From an optimization exercise on the open Yosys and OpenROAD flow, aimed at small area; shortcuts taken in it are not production practice.
The RTL of this run was laid out without a check of its function.
Power is estimated from default activity; no workload was simulated.

==> design/flow/design.v <==
module dly_signal (clk, indata, outdata);
parameter WIDTH = 1;
input clk;
input [WIDTH-1:0] indata;
output [WIDTH-1:0] outdata;
reg [WIDTH-1:0] outdata, next_outdata;
always @(posedge clk) outdata <= next_outdata;
always @*
begin
  next_outdata = indata;
end
endmodule
module pipeline_stall (clk, reset, datain, dataout);
parameter WIDTH = 1;
parameter DELAY = 1;
input clk, reset;
input [WIDTH-1:0] datain;
output [WIDTH-1:0] dataout;
reg [(WIDTH*DELAY)-1:0] dly_datain, next_dly_datain;
assign dataout = dly_datain[(WIDTH*DELAY)-1 : WIDTH*(DELAY-1)];
always @ (posedge clk or posedge reset)
begin
  if (reset)
    dly_datain <= 0;
  else dly_datain <= next_dly_datain;
end
always @*
begin
  next_dly_datain = {dly_datain, datain};
end
endmodule
module full_synchronizer (clk, reset, datain, dataout);
parameter WIDTH = 1;
input clk, reset;
input [WIDTH-1:0] datain;
output [WIDTH-1:0] dataout;
pipeline_stall #(WIDTH,2) sync (clk, reset, datain, dataout);
endmodule
module reset_sync (clk, hardreset, reset);
input clk, hardreset;
output reset;
reg [3:0] reset_reg, next_reset_reg;
assign reset = reset_reg[3];
always @ (posedge clk or posedge hardreset)
begin
  if (hardreset)
    reset_reg <= 4'hF;
  else reset_reg <= next_reset_reg;
end
always @*
begin
  next_reset_reg = {reset_reg,1'b0};
end
endmodule
module SRLC16E (A0,A1,A2,A3,CLK,CE,D,Q15,Q);
input A0,A1,A2,A3,CLK,CE,D;
output Q15,Q;
reg [15:0] mem;
wire [3:0] addr = {A3,A2,A1,A0};
assign Q15 = mem[15];
assign Q = mem[addr];
always @(posedge CLK)
begin
  if (CE) mem <= {mem[14:0],D};
end
endmodule
`timescale 1ns/100ps
module decoder(
  clock, execute, opcode,
  wrtrigmask, wrtrigval, wrtrigcfg, wrtrigedge,
  wrspeed, wrsize, wrfwd, wrbwd, wrFlags,
  wrTrigSelect, wrTrigChain,
  finish_now,
  arm_basic, arm_adv, resetCmd);
input clock;
input execute;
input [7:0] opcode;
output [3:0] wrtrigmask;
output [3:0] wrtrigval;
output [3:0] wrtrigcfg;
output [3:0] wrtrigedge;
output wrspeed;
output wrsize;
output wrfwd;
output wrbwd;
output wrFlags;
output wrTrigSelect;
output wrTrigChain;
output finish_now;
output arm_basic;
output arm_adv;
output resetCmd;
reg resetCmd, next_resetCmd;
reg arm_basic, next_arm_basic;
reg arm_adv, next_arm_adv;
reg [3:0] wrtrigmask, next_wrtrigmask;
reg [3:0] wrtrigval, next_wrtrigval;
reg [3:0] wrtrigcfg, next_wrtrigcfg;
reg [3:0] wrtrigedge, next_wrtrigedge;
reg wrspeed, next_wrspeed;
reg wrsize, next_wrsize;
reg wrfwd, next_wrfwd;
reg wrbwd, next_wrbwd;
reg wrFlags, next_wrFlags;
reg finish_now, next_finish_now;
reg wrTrigSelect, next_wrTrigSelect;
reg wrTrigChain, next_wrTrigChain;
always @(posedge clock) 
begin
  resetCmd <= next_resetCmd;
  arm_basic <= next_arm_basic;
  arm_adv <= next_arm_adv;
  wrtrigmask <= next_wrtrigmask;
  wrtrigval <= next_wrtrigval;
  wrtrigcfg <= next_wrtrigcfg;
  wrtrigedge <= next_wrtrigedge;
  wrspeed <= next_wrspeed;
  wrsize <= next_wrsize;
  wrfwd <= next_wrfwd;
  wrbwd <= next_wrbwd;
  wrFlags <= next_wrFlags;
  finish_now <= next_finish_now;
  wrTrigSelect <= next_wrTrigSelect;
  wrTrigChain <= next_wrTrigChain;
end
always @*
begin
  next_resetCmd = 1'b0;
  next_arm_basic = 1'b0;
  next_arm_adv = 1'b0;
  next_wrtrigmask = 4'b0000;
  next_wrtrigval = 4'b0000;
  next_wrtrigcfg = 4'b0000;
  next_wrtrigedge = 4'b0000;
  next_wrspeed = 1'b0;
  next_wrsize = 1'b0;
  next_wrfwd = 1'b0;
  next_wrbwd = 1'b0;
  next_wrFlags = 1'b0;
  next_finish_now = 1'b0;
  next_wrTrigSelect = 1'b0;
  next_wrTrigChain = 1'b0;
  if (execute)
    case(opcode)
      8'h00 : next_resetCmd = 1'b1;
      8'h01 : next_arm_basic = 1'b1;
      8'h02 :; 
      8'h03 :; 
      8'h04 :; 
      8'h05 : next_finish_now = 1'b1;
      8'h06 :; 
      8'h0F : next_arm_adv = 1'b1;
      8'h11 :; 
      8'h13 :; 
      8'h80 : next_wrspeed = 1'b1;
      8'h81 : next_wrsize = 1'b1;
      8'h82 : next_wrFlags = 1'b1;
      8'h83 : next_wrfwd = 1'b1;
      8'h84 : next_wrbwd = 1'b1;
      8'h9E : next_wrTrigSelect = 1'b1;
      8'h9F : next_wrTrigChain = 1'b1;
      8'hC0 : next_wrtrigmask[0] = 1'b1;
      8'hC1 : next_wrtrigval[0] = 1'b1;
      8'hC2 : next_wrtrigcfg[0] = 1'b1;
      8'hC3 : next_wrtrigedge[0] = 1'b1;
      8'hC4 : next_wrtrigmask[1] = 1'b1;
      8'hC5 : next_wrtrigval[1] = 1'b1;
      8'hC6 : next_wrtrigcfg[1] = 1'b1;
      8'hC7 : next_wrtrigedge[1] = 1'b1;
      8'hC8 : next_wrtrigmask[2] = 1'b1;
      8'hC9 : next_wrtrigval[2] = 1'b1;
      8'hCA : next_wrtrigcfg[2] = 1'b1;
      8'hCB : next_wrtrigedge[2] = 1'b1;
      8'hCC : next_wrtrigmask[3] = 1'b1;
      8'hCD : next_wrtrigval[3] = 1'b1;
      8'hCE : next_wrtrigcfg[3] = 1'b1;
      8'hCF : next_wrtrigedge[3] = 1'b1;
    endcase
end
endmodule
`timescale 1ns/100ps
module flags(
  clock, wrFlags, config_data,
  finish_now,
  flags_reg);
input clock;
input wrFlags;
input [31:0] config_data;
input finish_now;
output [31:0] flags_reg;
reg [31:0] flags_reg, next_flags_reg;
always @(posedge clock) 
begin
  flags_reg <= next_flags_reg;
end
always @*
begin
  next_flags_reg = (wrFlags) ? config_data : flags_reg;
  if (finish_now) next_flags_reg[8] = 1'b0;
end
endmodule
`timescale 1ns/100ps
module demux(clock, indata, indata180, outdata);
input clock;
input [15:0] indata;
input [15:0] indata180;
output [31:0] outdata;
reg [15:0] dly_indata180, next_dly_indata180;
assign outdata = {dly_indata180,indata};
always @(posedge clock) 
begin
  dly_indata180 <= next_dly_indata180;
end
always @*
begin
  next_dly_indata180 = indata180;
end
endmodule
`timescale 1ns/100ps
module filter (clock, indata, indata180, outdata);
input clock;
input [31:0] indata;
input [31:0] indata180;
output [31:0] outdata;
reg [31:0] dly_indata, next_dly_indata; 
reg [31:0] dly_indata180, next_dly_indata180; 
reg [31:0] outdata, next_outdata;
always @(posedge clock) 
begin
  outdata <= next_outdata;
  dly_indata <= next_dly_indata;
  dly_indata180 <= next_dly_indata180;
end
always @*
begin
  next_outdata = (outdata | dly_indata | indata) & dly_indata180;
  next_dly_indata = indata;
  next_dly_indata180 = indata180;
end
endmodule
`timescale 1ns/100ps
module sync (clock, reset, indata, intTestMode, numberScheme, filter_mode, demux_mode, falling_edge, outdata);
input clock;
input reset;
input [31:0] indata;
input intTestMode;
input numberScheme;
input filter_mode;
input demux_mode;
input falling_edge;
output [31:0] outdata;
dly_signal sampled_intTestMode_reg (clock, intTestMode, sampled_intTestMode);
dly_signal sampled_numberScheme_reg (clock, numberScheme, sampled_numberScheme);
wire [31:0] sync_indata, sync_indata180;
dly_signal #(32) inbuf_reg (clock, indata, sync_indata);
dly_signal #(32) inbuf180_reg (clock, indata, sync_indata180);
reg [7:0] testcount, next_testcount;
always @ (posedge clock) testcount <= next_testcount;
always @* begin next_testcount = reset ? 8'h00 : testcount+1'b1; end
wire [7:0] testcount1 = {
  testcount[0],testcount[1],testcount[2],testcount[3],
  testcount[4],testcount[5],testcount[6],testcount[7]};
wire [7:0] testcount2 = {
  testcount[3],testcount[2],testcount[1],testcount[0],
  testcount[4],testcount[5],testcount[6],testcount[7]};
wire [7:0] testcount3 = {
  testcount[3],testcount[2],testcount[1],testcount[0],
  testcount[7],testcount[6],testcount[5],testcount[4]};
wire [31:0] itm_count;
dly_signal #(32) sampled_testcount_reg (clock, {testcount3,testcount2,testcount1,testcount}, itm_count);
wire [31:0] itm_indata = (sampled_intTestMode) ? itm_count : sync_indata;
wire [31:0] itm_indata180 = (sampled_intTestMode) ? ~itm_count : sync_indata180;
wire [31:0] demuxL_indata; 
demux demuxL (
  .clock(clock),
  .indata(itm_indata[15:0]), 
  .indata180(itm_indata180[15:0]), 
  .outdata(demuxL_indata));
wire [31:0] demuxH_indata; 
demux demuxH (
  .clock(clock),
  .indata(itm_indata[31:16]), 
  .indata180(itm_indata180[31:16]), 
  .outdata(demuxH_indata));
wire [31:0] demux_indata = (sampled_numberScheme) ? {demuxH_indata[15:0],demuxH_indata[31:16]} : demuxL_indata;
wire [31:0] filtered_indata; 
filter filter (
  .clock(clock), 
  .indata(itm_indata),
  .indata180(itm_indata180),
  .outdata(filtered_indata));
reg [1:0] select, next_select;
reg [31:0] selectdata, next_selectdata;
reg [31:0] outdata;
always @(posedge clock) 
begin
  select <= next_select;
  selectdata <= next_selectdata;
end
always @*
begin
  if (demux_mode)	    
    next_select = 2'b10;
  else if (filter_mode)
    next_select = 2'b11;
  else next_select = {1'b0,falling_edge};
  case (select) 
    2'b00 : next_selectdata = itm_indata;
    2'b01 : next_selectdata = itm_indata180;
    2'b10 : next_selectdata = demux_indata;
    2'b11 : next_selectdata = filtered_indata;
  endcase
  outdata = (sampled_numberScheme) ? {selectdata[15:0],selectdata[31:16]} : selectdata;
end
endmodule
`timescale 1ns/100ps
module sampler (
  clock, extClock_mode, 
  wrDivider, config_data, 
  validIn, dataIn, 
  validOut, dataOut, ready50);
input clock; 			 
input extClock_mode;		 
input wrDivider; 		 
input [23:0] config_data; 	 
input validIn;			 
input [31:0] dataIn; 		 
output validOut; 		 
output [31:0] dataOut; 		 
output ready50;
parameter TRUE = 1'b1;
parameter FALSE = 1'b0;
reg validOut, next_validOut;
reg [31:0] dataOut, next_dataOut;
reg ready50, next_ready50;  
reg [23:0] divider, next_divider; 
reg [23:0] counter, next_counter;	 
wire counter_zero = ~|counter;
always @ (posedge clock) 
begin
  divider <= next_divider;
  counter <= next_counter;
  validOut <= next_validOut;
  dataOut <= next_dataOut;
end
always @*
begin
  next_divider = divider;
  next_counter = counter;
  next_validOut = FALSE;
  next_dataOut = dataOut;
  if (extClock_mode)
    begin
      next_validOut = validIn;
      next_dataOut = dataIn;
    end
  else if (validIn && counter_zero)
    begin
      next_validOut = TRUE;
      next_dataOut = dataIn;
    end
  if (wrDivider)
    begin
      next_divider = config_data[23:0];
      next_counter = next_divider;
      next_validOut = FALSE;  
    end
  else if (validIn) 
    if (counter_zero)
      next_counter = divider;
    else next_counter = counter-1'b1;
end
always @(posedge clock) 
begin
  ready50 <= next_ready50;
end
always @*
begin
  next_ready50 = ready50;
  if (wrDivider)
    next_ready50 = FALSE;  
  else if (counter_zero)
    next_ready50 = TRUE;
  else if (counter == divider[23:1])
    next_ready50 = FALSE;
end
endmodule
`timescale 1ns/100ps
module stage(
  clock, reset, dataIn, validIn,
  wrMask, wrValue, wrEdge, 
  wrConfig, config_data,
  arm, demux_mode, level,
  run, match);
parameter TRUE = 1'b1;
parameter FALSE = 1'b0;
input clock, reset;
input validIn;
input [31:0] dataIn;		 
input wrMask;			 
input wrValue;		 
input wrEdge;			 
input wrConfig;		 
input [31:0] config_data;	 
input arm;
input demux_mode;
input [1:0] level;
output run;
output match;
reg [31:0] dataIn_dlyd;
reg validIn_dlyd;
reg [31:0] maskRegister, next_maskRegister;
reg [31:0] valueRegister, next_valueRegister;
reg [31:0] edgeRegister, next_edgeRegister;
reg [27:0] configRegister, next_configRegister;
reg [15:0] counter, next_counter; 
reg [31:0] shiftRegister, next_shiftRegister;
reg match32Register, next_match32Register;
reg run, next_run;
reg match, next_match;
wire cfgStart = configRegister[27];
wire cfgSerial = configRegister[26];
wire [4:0] cfgChannel = configRegister[24:20];
wire [1:0] cfgLevel = configRegister[17:16];
wire [15:0] cfgDelay = configRegister[15:0];
always @ (posedge clock)
  if (wrConfig) begin
    dataIn_dlyd <= 0;
    validIn_dlyd <= 0;
  end else begin
    dataIn_dlyd <= validIn ? dataIn : dataIn_dlyd;
    validIn_dlyd <= validIn | validIn_dlyd;
  end
always @ (posedge clock or posedge reset)
  if (reset) begin
    maskRegister <= 0;
    valueRegister <= 0;
    edgeRegister <= 0;
    configRegister <= 0;
  end else begin
    maskRegister <= next_maskRegister;
    valueRegister <= next_valueRegister;
    edgeRegister <= next_edgeRegister;
    configRegister <= next_configRegister;
  end
always @*
begin
  next_maskRegister = (wrMask) ? config_data : maskRegister;
  next_valueRegister = (wrValue) ? config_data : valueRegister;
  next_edgeRegister = (wrEdge) ? config_data : edgeRegister;
  next_configRegister = (wrConfig) ? config_data[27:0] : configRegister;
end
wire [31:0] testValue = (cfgSerial) ? shiftRegister : dataIn;
wire [31:0] edgeMatch, bitMatch;
genvar i;
generate
  for(i = 0 ; i < 32 ; i = i + 1)
    begin
      assign edgeMatch[i] = validIn_dlyd & (valueRegister[i] ? (dataIn[i] & ~dataIn_dlyd[i]) : (~dataIn[i] & dataIn_dlyd[i]));
      assign bitMatch[i] = ~maskRegister[i] | ((edgeRegister[i] & ~cfgSerial) ? edgeMatch[i] : (~testValue[i] ^ valueRegister[i]));
    end
endgenerate
wire matchL16 = &bitMatch[15:0];
wire matchH16 = &bitMatch[31:16];
always @(posedge clock) 
begin
  match32Register <= next_match32Register;
end
always @*
begin
  if (demux_mode) 
    next_match32Register = matchL16 | matchH16;
  else next_match32Register = matchL16 & matchH16;
end
wire serialChannelL16 = dataIn[{1'b0,cfgChannel[3:0]}];
wire serialChannelH16 = dataIn[{1'b1,cfgChannel[3:0]}];
always @(posedge clock) 
begin
  shiftRegister <= next_shiftRegister;
end
always @*
begin
  next_shiftRegister = shiftRegister;
  if (validIn)
    if (demux_mode)  
      next_shiftRegister = {shiftRegister,serialChannelH16,serialChannelL16};
    else next_shiftRegister = {shiftRegister, (cfgChannel[4]) ? serialChannelH16 : serialChannelL16};
end
parameter [1:0]
  OFF = 2'h0,
  ARMED = 2'h1,
  MATCHED = 2'h2;
reg [1:0] state, next_state;
always @(posedge clock or posedge reset) 
begin
  if (reset) 
    begin
      state <= OFF;
      counter <= 0;
      match <= FALSE;
      run <= FALSE;
    end
  else 
    begin
      state <= next_state;
      counter <= next_counter;
      match <= next_match;
      run <= next_run;
    end
end
always @*
begin
  next_state = state;
  next_counter = counter;
  next_match = FALSE;
  next_run = FALSE;
  case (state)  
    OFF : 
      begin
        if (arm) next_state = ARMED;
      end
    ARMED : 
      begin
        next_counter = cfgDelay;
        if (match32Register && (level >= cfgLevel)) 
          next_state = MATCHED;
      end
    MATCHED : 
      begin
        if (validIn)
	  begin
            next_counter = counter-1'b1;
            if (~|counter)
	      begin
                next_run = cfgStart;
                next_match = ~cfgStart;
                next_state = OFF;
              end
	  end
      end
  endcase
end
endmodule
`timescale 1ns/100ps
module trigger(
  clock, reset, 
  dataIn, validIn, 
  wrMask, wrValue,
  wrConfig, wrEdge,
  config_data,
  arm, demux_mode, 
  capture, run);
input clock, reset;
input validIn;
input [31:0] dataIn;		 
input [3:0] wrMask;		 
input [3:0] wrValue;		 
input [3:0] wrConfig;		 
input [3:0] wrEdge;		 
input [31:0] config_data;	 
input arm;
input demux_mode;
output capture;			 
output run;			 
reg capture, next_capture;
reg [1:0] levelReg, next_levelReg;
wire [3:0] stageRun;
wire run = |stageRun;
wire [3:0] stageMatch;
stage stage0 (
  .clock(clock), .reset(reset), .dataIn(dataIn), .validIn(validIn), 
  .wrMask(wrMask[0]), .wrValue(wrValue[0]), .wrEdge(wrEdge[0]), 
  .wrConfig(wrConfig[0]), .config_data(config_data),
  .arm(arm), .level(levelReg), .demux_mode(demux_mode),
  .run(stageRun[0]), .match(stageMatch[0]));
stage stage1 (
  .clock(clock), .reset(reset), .dataIn(dataIn), .validIn(validIn), 
  .wrMask(wrMask[1]), .wrValue(wrValue[1]), .wrEdge(wrEdge[1]), 
  .wrConfig(wrConfig[1]), .config_data(config_data),
  .arm(arm), .level(levelReg), .demux_mode(demux_mode),
  .run(stageRun[1]), .match(stageMatch[1]));
stage stage2 (
  .clock(clock), .reset(reset), .dataIn(dataIn), .validIn(validIn), 
  .wrMask(wrMask[2]), .wrValue(wrValue[2]), .wrEdge(wrEdge[2]), 
  .wrConfig(wrConfig[2]), .config_data(config_data),
  .arm(arm), .level(levelReg), .demux_mode(demux_mode),
  .run(stageRun[2]), .match(stageMatch[2]));
stage stage3 (
  .clock(clock), .reset(reset), .dataIn(dataIn), .validIn(validIn), 
  .wrMask(wrMask[3]), .wrValue(wrValue[3]), .wrEdge(wrEdge[3]), 
  .wrConfig(wrConfig[3]), .config_data(config_data),
  .arm(arm), .level(levelReg), .demux_mode(demux_mode),
  .run(stageRun[3]), .match(stageMatch[3]));
always @(posedge clock or posedge reset) 
begin : P2
  if (reset) 
    begin
      capture <= 1'b0;
      levelReg <= 2'b00;
    end
  else 
    begin
      capture <= next_capture;
      levelReg <= next_levelReg;
    end
end
always @*
begin
  next_capture = arm | capture;
  next_levelReg = levelReg;
  if (|stageMatch) next_levelReg = levelReg + 1;
end
endmodule
module delay_fifo (
  clock, reset,
  validIn, dataIn,
  validOut, dataOut);
parameter DELAY = 3;	 
parameter WIDTH = 32;
input clock, reset;
input validIn;
input [WIDTH-1:0] dataIn;
output validOut;
output [WIDTH-1:0] dataOut;
wire [3:0] dly = DELAY-1;
SRLC16E s(.A0(dly[0]), .A1(dly[1]), .A2(dly[2]), .A3(dly[3]), .CLK(clock), .CE(1'b1), .D(validIn), .Q(validOut));
wire [WIDTH-1:0] dataOut;
genvar i;
generate
  for (i=0; i<WIDTH; i=i+1) 
    begin : shiftgen
      SRLC16E s(.A0(dly[0]), .A1(dly[1]), .A2(dly[2]), .A3(dly[3]), .CLK(clock), .CE(1'b1), .D(dataIn[i]), .Q(dataOut[i]));
    end
endgenerate
endmodule
`timescale 1ns/100ps
module data_align(
  clock, disabledGroups, 
  validIn, dataIn, 
  validOut, dataOut);
input clock;
input [3:0] disabledGroups;
input validIn;
input [31:0] dataIn;
output validOut;
output [31:0] dataOut;
reg [1:0] insel0, next_insel0;
reg [1:0] insel1, next_insel1;
reg insel2, next_insel2;
reg [31:0] dataOut, next_dataOut;
reg validOut, next_validOut;
always @ (posedge clock)
begin
  dataOut <= next_dataOut;
  validOut <= next_validOut;
end
always @*
begin
  next_dataOut = dataIn;
  next_validOut = validIn;
  case (insel0[1:0])
    2'h1 : next_dataOut[7:0] = dataIn[15:8];
    2'h2 : next_dataOut[7:0] = dataIn[23:16];
    2'h3 : next_dataOut[7:0] = dataIn[31:24];
  endcase
  case (insel1[1:0])
    2'h1 : next_dataOut[15:8] = dataIn[23:16];
    2'h2 : next_dataOut[15:8] = dataIn[31:24];
  endcase
  case (insel2)
    1'b1 : next_dataOut[23:16] = dataIn[31:24];
  endcase
end
always @(posedge clock) 
begin
  insel0 <= next_insel0;
  insel1 <= next_insel1;
  insel2 <= next_insel2;
end
always @*
begin
  next_insel0 = 2'h0;
  next_insel1 = 2'h0;
  next_insel2 = 1'b0;
  case (disabledGroups)
    4'b0001 : begin next_insel2 = 1'b1; next_insel1=2'h1; next_insel0=2'h1; end
    4'b0010 : begin next_insel2 = 1'b1; next_insel1=2'h1; end
    4'b0100 : begin next_insel2 = 1'b1; end
    4'b0011 : begin next_insel1=2'h2; next_insel0=2'h2; end
    4'b0101 : begin next_insel1=2'h2; next_insel0=2'h1; end
    4'b1001 : begin next_insel1=2'h1; next_insel0=2'h1; end
    4'b0110 : begin next_insel1=2'h2; end
    4'b1010 : begin next_insel1=2'h1; end
    4'b1100 : begin next_insel1=2'h0; end
    4'b0111 : next_insel0 = 2'h3;
    4'b1011 : next_insel0 = 2'h2;
    4'b1101 : next_insel0 = 2'h1;
  endcase
end
endmodule
`timescale 1ns/100ps
module rle_enc(
  clock, reset, 
  enable, arm, 
  rle_mode, demux_mode,
  disabledGroups, 
  dataIn, validIn, 
  dataOut, validOut);
input clock, reset;
input enable, arm;
input [1:0] rle_mode;
input demux_mode;
input [3:0] disabledGroups;
input [31:0] dataIn;
input validIn;
output [31:0] dataOut;
output validOut;
localparam TRUE = 1'b1;
localparam FALSE = 1'b0;
localparam RLE_COUNT = 1'b1;
reg active, next_active;
reg mask_flag, next_mask_flag;
reg [1:0] mode, next_mode;
reg [30:0] data_mask, next_data_mask;
reg [30:0] last_data, next_last_data;
reg last_valid, next_last_valid;
reg [31:0] dataOut, next_dataOut;
reg validOut, next_validOut;
reg [30:0] count, next_count;		 
reg [8:0] fieldcount, next_fieldcount;	 
reg [1:0] track, next_track;		 
wire [30:0] inc_count = count+1'b1;
wire count_zero = ~|count;
wire count_gt_one = track[1];
wire count_full = (count==data_mask);
reg demux_mismatch;
reg mismatch;
wire [30:0] masked_dataIn = dataIn & data_mask;
wire rle_repeat_mode = 0;  
always @ (posedge clock)
begin
  mode <= next_mode;
  data_mask <= next_data_mask;
end
always @*
begin
  next_mode = 2'h3;  
  case (disabledGroups)
    4'b1110,4'b1101,4'b1011,4'b0111 : next_mode = 2'h0;  
    4'b1100,4'b1010,4'b0110,4'b1001,4'b0101,4'b0011 : next_mode = 2'h1;  
    4'b1000,4'b0100,4'b0010,4'b0001 : next_mode = 2'h2;  
  endcase
  next_data_mask = demux_mode ? 32'h7FFF7FFF : 32'h7FFFFFFF;
  case (mode)
    2'h0 : next_data_mask = 32'h0000007F;
    2'h1 : next_data_mask = demux_mode ? 32'h00007F7F : 32'h00007FFF;
    2'h2 : next_data_mask = 32'h007FFFFF;
  endcase
end
always @ (posedge clock or posedge reset)
begin
  if (reset)
    begin
      active <= 0;
      mask_flag <= 0;
    end
  else 
    begin
      active <= next_active;
      mask_flag <= next_mask_flag;
    end
end
always @ (posedge clock)
begin
  count <= next_count;
  fieldcount <= next_fieldcount;
  track <= next_track;
  dataOut <= next_dataOut;
  validOut <= next_validOut;
  last_data <= next_last_data;
  last_valid <= next_last_valid;
end
always @*
begin
  next_active = active | (enable && arm);
  next_mask_flag = mask_flag | (enable && arm);  
  next_dataOut = (mask_flag) ? masked_dataIn : dataIn;
  next_validOut = validIn;
  next_last_data = (validIn) ? masked_dataIn : last_data; 
  next_last_valid = FALSE;
  next_count = count & {31{active}};
  next_fieldcount = fieldcount & {9{active}};
  next_track = track & {2{active}};
  mismatch = |(masked_dataIn^last_data);  
  if (demux_mode)
    begin
      case (mode)
        2'h0 : demux_mismatch = 0;  
        2'h1 : demux_mismatch = (dataIn[14:8] != dataIn[6:0]);
        2'h2 : demux_mismatch = 0;  
        2'h3 : demux_mismatch = (dataIn[30:16] != dataIn[14:0]);
      endcase
    end
  else
    demux_mismatch = 0;
  if (active)
    begin
      next_validOut = FALSE;
      next_last_valid = last_valid | validIn;
      if (validIn && last_valid)
        if (!enable || mismatch || demux_mismatch || count_full)  
          begin
	    next_active = enable;
            next_validOut = TRUE;
            next_dataOut = {RLE_COUNT,count};
            case (mode)
              2'h0 : next_dataOut = {RLE_COUNT,count[6:0]};
              2'h1 : next_dataOut = {RLE_COUNT,count[14:0]};
              2'h2 : next_dataOut = {RLE_COUNT,count[22:0]};
            endcase
            if (!count_gt_one) next_dataOut = last_data;
	    next_fieldcount = fieldcount+1'b1;  
	    next_count = (mismatch || demux_mismatch || ~rle_mode[1] || ~rle_mode[0] & fieldcount[8]) ? 0 : 1;
	    next_track = next_count[1:0];
          end
        else  
	  begin
            next_count = inc_count;
	    if (count_zero)  
	      begin
		next_fieldcount = 0;
		next_validOut = TRUE;
	      end
	    if (rle_repeat_mode && count_zero) next_count = 2;
	    next_track = {|track,1'b1};
	  end
    end
end
endmodule
`timescale 1ns/100ps
module controller(
  clock, reset, run,
  wrSize, wrFwd, wrBwd, config_data,
  validIn, dataIn, busy, arm, 
  send, memoryWrData, memoryRead, 
  memoryWrite, memoryLastWrite);
input clock;
input reset;
input run;
input wrSize;
input wrFwd;
input wrBwd;
input [31:0] config_data;
input validIn;
input [31:0] dataIn;
input busy;
input arm;
output send;
output [31:0] memoryWrData;
output memoryRead;
output memoryWrite;
output memoryLastWrite;
reg [25:0] fwd, next_fwd;  
reg [25:0] bwd, next_bwd;
reg send, next_send;
reg memoryRead, next_memoryRead;
reg memoryWrite, next_memoryWrite;
reg memoryLastWrite, next_memoryLastWrite;
reg [27:0] counter, next_counter; 
wire [27:0] counter_inc = counter+1'b1;
reg [31:0] memoryWrData, next_memoryWrData;
always @(posedge clock) 
begin
  memoryWrData <= next_memoryWrData;
end
always @*
begin
   next_memoryWrData = dataIn;
end
parameter [2:0]
  IDLE =     3'h0,
  SAMPLE =   3'h1,
  DELAY =    3'h2,
  READ =     3'h3,
  READWAIT = 3'h4;
reg [2:0] state, next_state; 
always @(posedge clock or posedge reset) 
begin
  if (reset)
    begin
      state <= IDLE;
      memoryWrite <= 1'b0;
      memoryLastWrite <= 1'b0;
      memoryRead <= 1'b0;
    end
  else 
    begin
      state <= next_state;
      memoryWrite <= next_memoryWrite;
      memoryLastWrite <= next_memoryLastWrite;
      memoryRead <= next_memoryRead;
    end
end
always @(posedge clock)
begin
  counter <= next_counter;
  send <= next_send;
end
always @*
begin
  next_state = state;
  next_counter = counter;
  next_memoryWrite = 1'b0;
  next_memoryLastWrite = 1'b0;
  next_memoryRead = 1'b0;
  next_send = 1'b0;
  case(state)
    IDLE :
      begin
        next_counter = 0;
        next_memoryWrite = 1;
	if (run) next_state = DELAY;
	else if (arm) next_state = SAMPLE;
      end
    SAMPLE : 
      begin
        next_counter = 0;
        next_memoryWrite = validIn;
        if (run) next_state = DELAY;
      end
    DELAY : 
      begin
	if (validIn)
	  begin
	    next_memoryWrite = 1'b1;
            next_counter = counter_inc;
            if (counter == {fwd,2'b11}) 	 
	      begin				 
		next_memoryLastWrite = 1'b1;	 
		next_counter = 0;
		next_state = READ;
	      end
	  end
      end
    READ : 
      begin
        next_memoryRead = 1'b1;
        next_send = 1'b1;
        if (counter == {bwd,2'b11}) 
	  begin
            next_counter = 0;
            next_state = IDLE;
          end
        else 
	  begin
            next_counter = counter_inc;
            next_state = READWAIT;
          end
      end
    READWAIT : 
      begin
        if (!busy && !send) next_state = READ;
      end
  endcase
end
always @(posedge clock) 
begin
  fwd <= next_fwd;
  bwd <= next_bwd;
end
always @*
begin
  next_fwd = fwd;
  next_bwd = bwd;
  if (wrSize) 
    begin
      next_fwd = {10'd0, config_data[31:16]};
      next_bwd = {10'd0, config_data[15:0]};
    end
  else if (wrFwd)
    next_fwd = config_data[25:0];
  else if (wrBwd)
    next_bwd = config_data[25:0];
end
endmodule
`timescale 1ns/100ps
module core(
  clock, extReset, 
  extTriggerIn, 
  opcode, config_data, execute, indata, outputBusy, 
  sampleReady50, outputSend, stableInput,
  memoryWrData, memoryRead, memoryWrite, memoryLastWrite,
  extTriggerOut, armLED, 
  triggerLED, wrFlags, extTestMode);
input clock;
input extReset;			 
input [7:0] opcode;		 
input [31:0] config_data;
input execute;			 
input [31:0] indata;		 
input outputBusy;
input extTriggerIn;
output sampleReady50;
output outputSend;
output [31:0] stableInput;
output [31:0] memoryWrData;
output memoryRead;
output memoryWrite;
output memoryLastWrite;
output extTriggerOut;
output armLED;
output triggerLED;
output wrFlags;
output extTestMode;
wire [31:0] syncedInput;
wire [3:0] wrtrigmask; 
wire [3:0] wrtrigval; 
wire [3:0] wrtrigcfg;
wire [3:0] wrtrigedge;
wire wrDivider; 
wire wrsize; 
wire wrfwd;
wire wrbwd;
wire sample_valid;
wire [31:0] sample_data; 
wire dly_sample_valid;
wire [31:0] dly_sample_data;
wire aligned_data_valid;
wire [31:0] aligned_data;
wire rle_data_valid; 
wire [31:0] rle_data;
wire arm_basic, arm_adv;
wire arm = arm_basic;		 
wire resetCmd;
wire reset = extReset | resetCmd;
reset_sync reset_sync_core (clock, reset, reset_core); 
wire [31:0] flags_reg;
wire demux_mode = flags_reg[0];                     
wire filter_mode = flags_reg[1];                    
wire [3:0] disabledGroups = flags_reg[5:2];         
wire extClock_mode = flags_reg[6];                  
wire falling_edge = flags_reg[7];                   
wire rleEnable = flags_reg[8];                      
wire numberScheme = flags_reg[9];                   
wire extTestMode = flags_reg[10] && !numberScheme;  
wire intTestMode = flags_reg[11];                   
wire [1:0] rle_mode = flags_reg[15:14];             
wire run_basic, run; 
dly_signal extTriggerIn_reg (clock, extTriggerIn, sampled_extTriggerIn);
dly_signal extTriggerOut_reg (clock, run, extTriggerOut);
assign run = sampled_extTriggerIn | run_basic;
reg armLED, next_armLED;
reg triggerLED, next_triggerLED;
always @(posedge clock or posedge extReset) 
begin
  if (extReset) begin
    triggerLED <= 0;
  end else begin
    triggerLED <= next_triggerLED;
  end
end
always @(posedge clock or posedge reset) 
begin
  if (reset) begin
    armLED <= 0;
  end else begin
    armLED <= next_armLED;
  end
end
always @*
begin
  next_armLED = armLED;
  next_triggerLED = triggerLED;
  if (arm) 
    begin
      next_armLED = 1'b1;
      next_triggerLED = 1'b0;
    end
  else if (run) 
    begin
      next_armLED = 1'b0;
      next_triggerLED = 1'b1;
    end
end
decoder decoder(
  .clock(clock),
  .execute(execute),
  .opcode(opcode),
  .wrtrigmask(wrtrigmask),
  .wrtrigval(wrtrigval),
  .wrtrigcfg(wrtrigcfg),
  .wrtrigedge(wrtrigedge),
  .wrspeed(wrDivider),
  .wrsize(wrsize),
  .wrfwd(wrfwd),
  .wrbwd(wrbwd),
  .wrFlags(wrFlags),
  .wrTrigSelect(wrTrigSelect),
  .wrTrigChain(wrTrigChain),
  .finish_now(finish_now),
  .arm_basic(arm_basic),
  .arm_adv(arm_adv),
  .resetCmd(resetCmd));
flags flags(
  .clock(clock),
  .wrFlags(wrFlags),
  .config_data(config_data),
  .finish_now(finish_now),
  .flags_reg(flags_reg));
sync sync(
  .clock(clock),
  .reset(reset_core),
  .indata(indata),
  .intTestMode(intTestMode),
  .numberScheme(numberScheme),
  .filter_mode(filter_mode),
  .demux_mode(demux_mode),
  .falling_edge(falling_edge),
  .outdata(syncedInput));
reg [31:0] stableInput;
reg stableValid;
always @(posedge clock) stableInput <= syncedInput;
always @(posedge clock or posedge reset_core)
begin
  if (reset_core) stableValid <= 1'b0;
  else stableValid <= 1'b1;
end
sampler sampler(
  .clock(clock),
  .extClock_mode(extClock_mode),
  .wrDivider(wrDivider),
  .config_data(config_data[23:0]),
  .validIn(stableValid),
  .dataIn(stableInput),
  .validOut(sample_valid),
  .dataOut(sample_data),
  .ready50(sampleReady50));
trigger trigger(
  .clock(clock),
  .reset(reset_core),
  .validIn(sample_valid),
  .dataIn(sample_data),
  .wrMask(wrtrigmask),
  .wrValue(wrtrigval),
  .wrConfig(wrtrigcfg),
  .wrEdge(wrtrigedge),
  .config_data(config_data),
  .arm(arm_basic),
  .demux_mode(demux_mode),
  .run(run_basic),
  .capture(capture_basic));
wire capture = capture_basic;
delay_fifo #(.DELAY(2)) delay_fifo (
  .clock(clock),
  .validIn(sample_valid),
  .dataIn(sample_data),
  .validOut(dly_sample_valid),
  .dataOut(dly_sample_data));
data_align data_align (
  .clock(clock),
  .disabledGroups(disabledGroups),
  .validIn(dly_sample_valid && capture),
  .dataIn(dly_sample_data),
  .validOut(aligned_data_valid),
  .dataOut(aligned_data));
rle_enc rle_enc (
  .clock(clock),
  .reset(reset_core),
  .enable(rleEnable),
  .arm(arm),
  .rle_mode(rle_mode),
  .demux_mode(demux_mode),
  .disabledGroups(disabledGroups),
  .validIn(aligned_data_valid),
  .dataIn(aligned_data),
  .validOut(rle_data_valid),
  .dataOut(rle_data));
pipeline_stall #(.DELAY(2)) dly_arm_reg (
  .clk(clock), 
  .reset(reset_core), 
  .datain(arm), 
  .dataout(dly_arm));
pipeline_stall #(.DELAY(1)) dly_run_reg (
  .clk(clock), 
  .reset(reset_core), 
  .datain(run), 
  .dataout(dly_run));
controller controller(
  .clock(clock),
  .reset(reset_core),
  .run(dly_run),
  .wrSize(wrsize),
  .wrFwd(wrfwd),
  .wrBwd(wrbwd),
  .config_data(config_data),
  .validIn(rle_data_valid),
  .dataIn(rle_data),
  .arm(dly_arm),
  .busy(outputBusy),
  .send(outputSend),
  .memoryWrData(memoryWrData),
  .memoryRead(memoryRead),
  .memoryWrite(memoryWrite),
  .memoryLastWrite(memoryLastWrite));
endmodule
==> design/flow/run.sh <==
#!/bin/bash
# synth_recipe.tcl (not shown) runs the flow's synth.tcl, then flattens the netlist and writes it again
# the make line also repeats each setting of config.mk as NAME=value (left out here)
make -C /OpenROAD-flow-scripts/flow DESIGN_CONFIG=/design/flow/config.mk WORK_HOME=/design/flow/orfs CLKGATE_MAP_FILE= SYNTH_SCRIPT=/design/flow/synth_recipe.tcl finish
==> design/flow/config.mk <==
export PLATFORM = sky130hd
export DESIGN_NAME = core
export DESIGN_NICKNAME = core
export VERILOG_FILES = /design/flow/design.v
export SDC_FILE = /design/flow/constraint.sdc
export NUM_CORES = 4
export LEC_CHECK = 0
export CAP_MARGIN = 20
export CORE_MARGIN = 2
export CORE_UTILIZATION = 40
export SLEW_MARGIN = 20
==> design/flow/constraint.sdc <==
create_clock -name core_clock -period 6.0 [get_ports {clock}]
set_input_delay 1.2000 -clock core_clock [delete_from_list [all_inputs] [get_ports {clock}]]
set_output_delay 1.2000 -clock core_clock [all_outputs]
set_load 0.01 [all_outputs]
==> flow_summary.ini <==
[outcome]
outcome = timing/DRC/antenna clean

[setup_path]
crit_family = buffers and inverters
cp_num_buf_inv = 2
slowest_delay_ns = 0.79
arrival_ns = 2.50
worst-path-max-fanout = 9
critPathKind = reg -> out
r2r-start = rle_enc.mode[1]
startpoint = decoder.wrFlags
cp-start-kind = flip-flop
worstSetupEndpointType = output pin
required_ns = 4.80
crit_slowest_cell = dfxtp_1
crit_chain = buf_4 -> clkdlybuf4s50_1

[cts]
htree_levels = 4
cts_sinks = 1514
clk_latency_ns = 0.83
post_cts_buffers = 0
cts_hold_buf = 0
numCtsBuffers = 160
clk_path_buf_depth = 3
cts_tree = yes
clk_root_buffer_cell = clkbuf_16
cts.clk_slew.worst_paths_ns = 0.06
cts_resized = 0

[drt]
ant_nets = 0
avgRoutedWirePerCell_um = 24.1
drt_iter0_markers = 4677
via_per_inst = 5.69
wirelength_mm = 189
drtPass1Iterations = 6
drc = 0
vias = 44583

[sta]
final_hold_viol_count = 0
setup_viol = 0
min_period_over_period_pct = 61.7
fmax_mhz = 270
fin_crit_ns = 3.70
worst_pin_slew_ns = 1.15
setup_ws_ns = 2.30
fin_skew_ns = 0.0542
rsz0062_at_grt = false
slew-limit-headroom_pct = 23.3
slew_viol_final = 0

[final_layout]
largest_register_ffs = 64
syn2layout_area_growth_pct = 14.3
regMostFlops = delay_fifo.shiftgen.s.mem
layout.nets = 5734
drive_gt1_share_pct = 19.7

[synthesis]
yosys.area.top_type = dfrtp_1
syn_nets = 5666
synth-compound-area-share_pct = 10.9
synth-adder-area-share_pct = 0.881
synth_edf_count = 312
yosysWarnings = 28
muxShareOfSynthArea_pct = 14.4
yosys.area_share.simple_pct = 9.71
synth.top_cell.area_share_pct = 22.7
syn_inst = 5548
synth.distinct_cells = 78
synth_xor_area_share_pct = 4.77
ys_ff_latch = 1514
mappedNetlistArea_sq_um = 63900
synth-main-ff-cell = dfxtp_1
seq_area_frac_synth_pct = 56.9
yosysMostFrequentCell = mux2_2
synth_top_family_by_area = multiplexers
syn_area_per_cell_sq_um = 11.5
async_flop_share_pct = 38.6
synthTopCellsByCount = mux2_2, dfxtp_1, nand2_1
synthTopCellsByArea = dfrtp_1, dfxtp_1, edfxtp_1

[worst_hold_path]
hold_class = reg -> async

[global_routing]
antenna_found_initial = 11
grt_busiest_layer = met2
grt_usage_pct = 22.8
grt_max_degree = 163
gr-usage-met2_pct = 35.2
grt_pass1_vias = 43178
grt_use_met3_pct = 4.09
met1_usage_pct = 32.3
grt_pass1_wl_mm = 282
grt_overflow_total = 0

[placed_design]
io_buffers = 150
place_ws_ns = 2.54
gp_congestion = 0.879
dp_hpwl_mm = 123

[die]
fp.dieW_um = 404
initial_core_util_pct = 40.3
design.core.area_sq_um = 159000
die_height_um = 404
die_area_sq_um = 163000
ios = 151
core.rowCount = 146

[job]
cap_violations = 0

[pwr]
power.density_nw_per_um2 = 340
p_leak_nw = 29.9
totalPowerFinal_w = 0.0249
vdd_drop_max_mv = 0.320
-- metal layers --
metal / vias to the layer above / wire, um
met5: - / 9
met4: 2 / 6520
met3: 297 / 12700
met2: 1538 / 84900
met1: 22598 / 84400
li1: 20148 / -
-- worst register-to-register path, stage by stage (launching register included) --
cell       delay [ns]
dfxtp_1          0.74
nand4_1          0.18
or4_1            0.59
a2111oi_2        0.40
nand4_2          0.29
o211ai_4         0.35
buf_4            0.57
o21ai_0          0.25
-- final cells by class --
type | instances | area, sq um
multi-input combinational | 3628 | 26000
clock buffer | 242 | 4860
timing repair buffer | 238 | 2200
sequential | 1514 | 36400
tap | 2072 | 2590
antenna | 3 | 7.51
inverter | 74 | 284
fill | 14319 | 85500
clock inverter | 58 | 698
-- logic make-up after synthesis --
| group | Yosys count |
|---|---|
| DFF | 1514 |
| and+or+nand+nor | 1347 |
| AOI/OAI and AO/OA | 1116 |
| muxes | 769 |
| buffers and inverters | 406 |
| xor gates and xnor gates | 348 |
| adders and majority gates | 46 |
| other | 2 |
-- cells in the final DEF, fill, tap and decap left out, types with 70 or more instances in the layout --
master and count:
o21ai_0 333, nand3_1 112, a21oi_1 246, xnor2_1 127, nand2b_1 70, dfrtp_1 581, nor2_1 234, a31oi_1 141
edfxtp_1 312, a211oi_1 122, clkdlybuf4s50_1 148, a22oi_1 74, mux2_2 671, buf_4 84, xor2_1 221, nand2_1 599
inv_1 71, clkbuf_16 168, dfxtp_1 604
-- worst paths after layout --
check	endpoint	slack, ns	cells after the start
worst min-delay path	armLED	0.32	1
worst min register to register	armLED	0.32	1
max in group asynchronous	trigger.stage1.maskRegister[20]	3.95	2
worst max register to register	rle_enc.dataOut[22]	2.46	7
worst max-delay path	wrFlags	2.30	2
min in group core_clock	delay_fifo.shiftgen[9].s.mem[1]	0.32	0
-- through the flow --
| stage | instances | instance area, sq um | util, % | hold slack, ns | TNS (ns) |
|---|---|---|---|---|---|
| 2_1_floorplan | 5548 | 63900 | - | 0.155 | -1393.67 |
| 3_3_place_gp | 7525 | 67400 | 42.5 | 0.310 | 0 |
| 3_5_place_dp | 7525 | 67400 | 42.5 | 0.312 | 0 |
| 4_1_cts | 7825 | 73000 | 46.0 | 0.324 | 0 |
| 5_1_grt | 7826 | 73000 | 46.1 | 0.327 | 0 |
| 6_report | 7829 | 73000 | 46.1 | 0.319 | 0 |
-- power by group --
part	total, W	internal (W)	switching (W)
Sequential	0.0119	0.0112	0.000758
Combinational	0.00274	0.00119	0.00155
Clock	0.0102	0.00586	0.00434

==> separate check: timing with driven ports <==
The results above use ideal ports. As a check the final layout listed here was re-extracted and re-timed, cells and wires unchanged.
Step 1, drivers: a clkbuf_16 drives clock and a buf_2 each remaining input, both assumed.
Step 2 times the ports against the registers' clock, not the clock port: input delays grow and output delays shrink by t, the midpoint of the rising clock arrivals with the driver on.
a / b / c = ideal / step 1 / step 2; a / b = the first two.
t (ns): 0.877
slack for setup (ns): 2.298 / 2.219 / 2.457
worst setup path at the end: register to register
worst slew at a driven data input, ns: 0.09
After both steps this run still meets setup and hold. For this run, drivers alone change the setup slack by -0.079 ns; drivers and shift together by +0.159 ns.
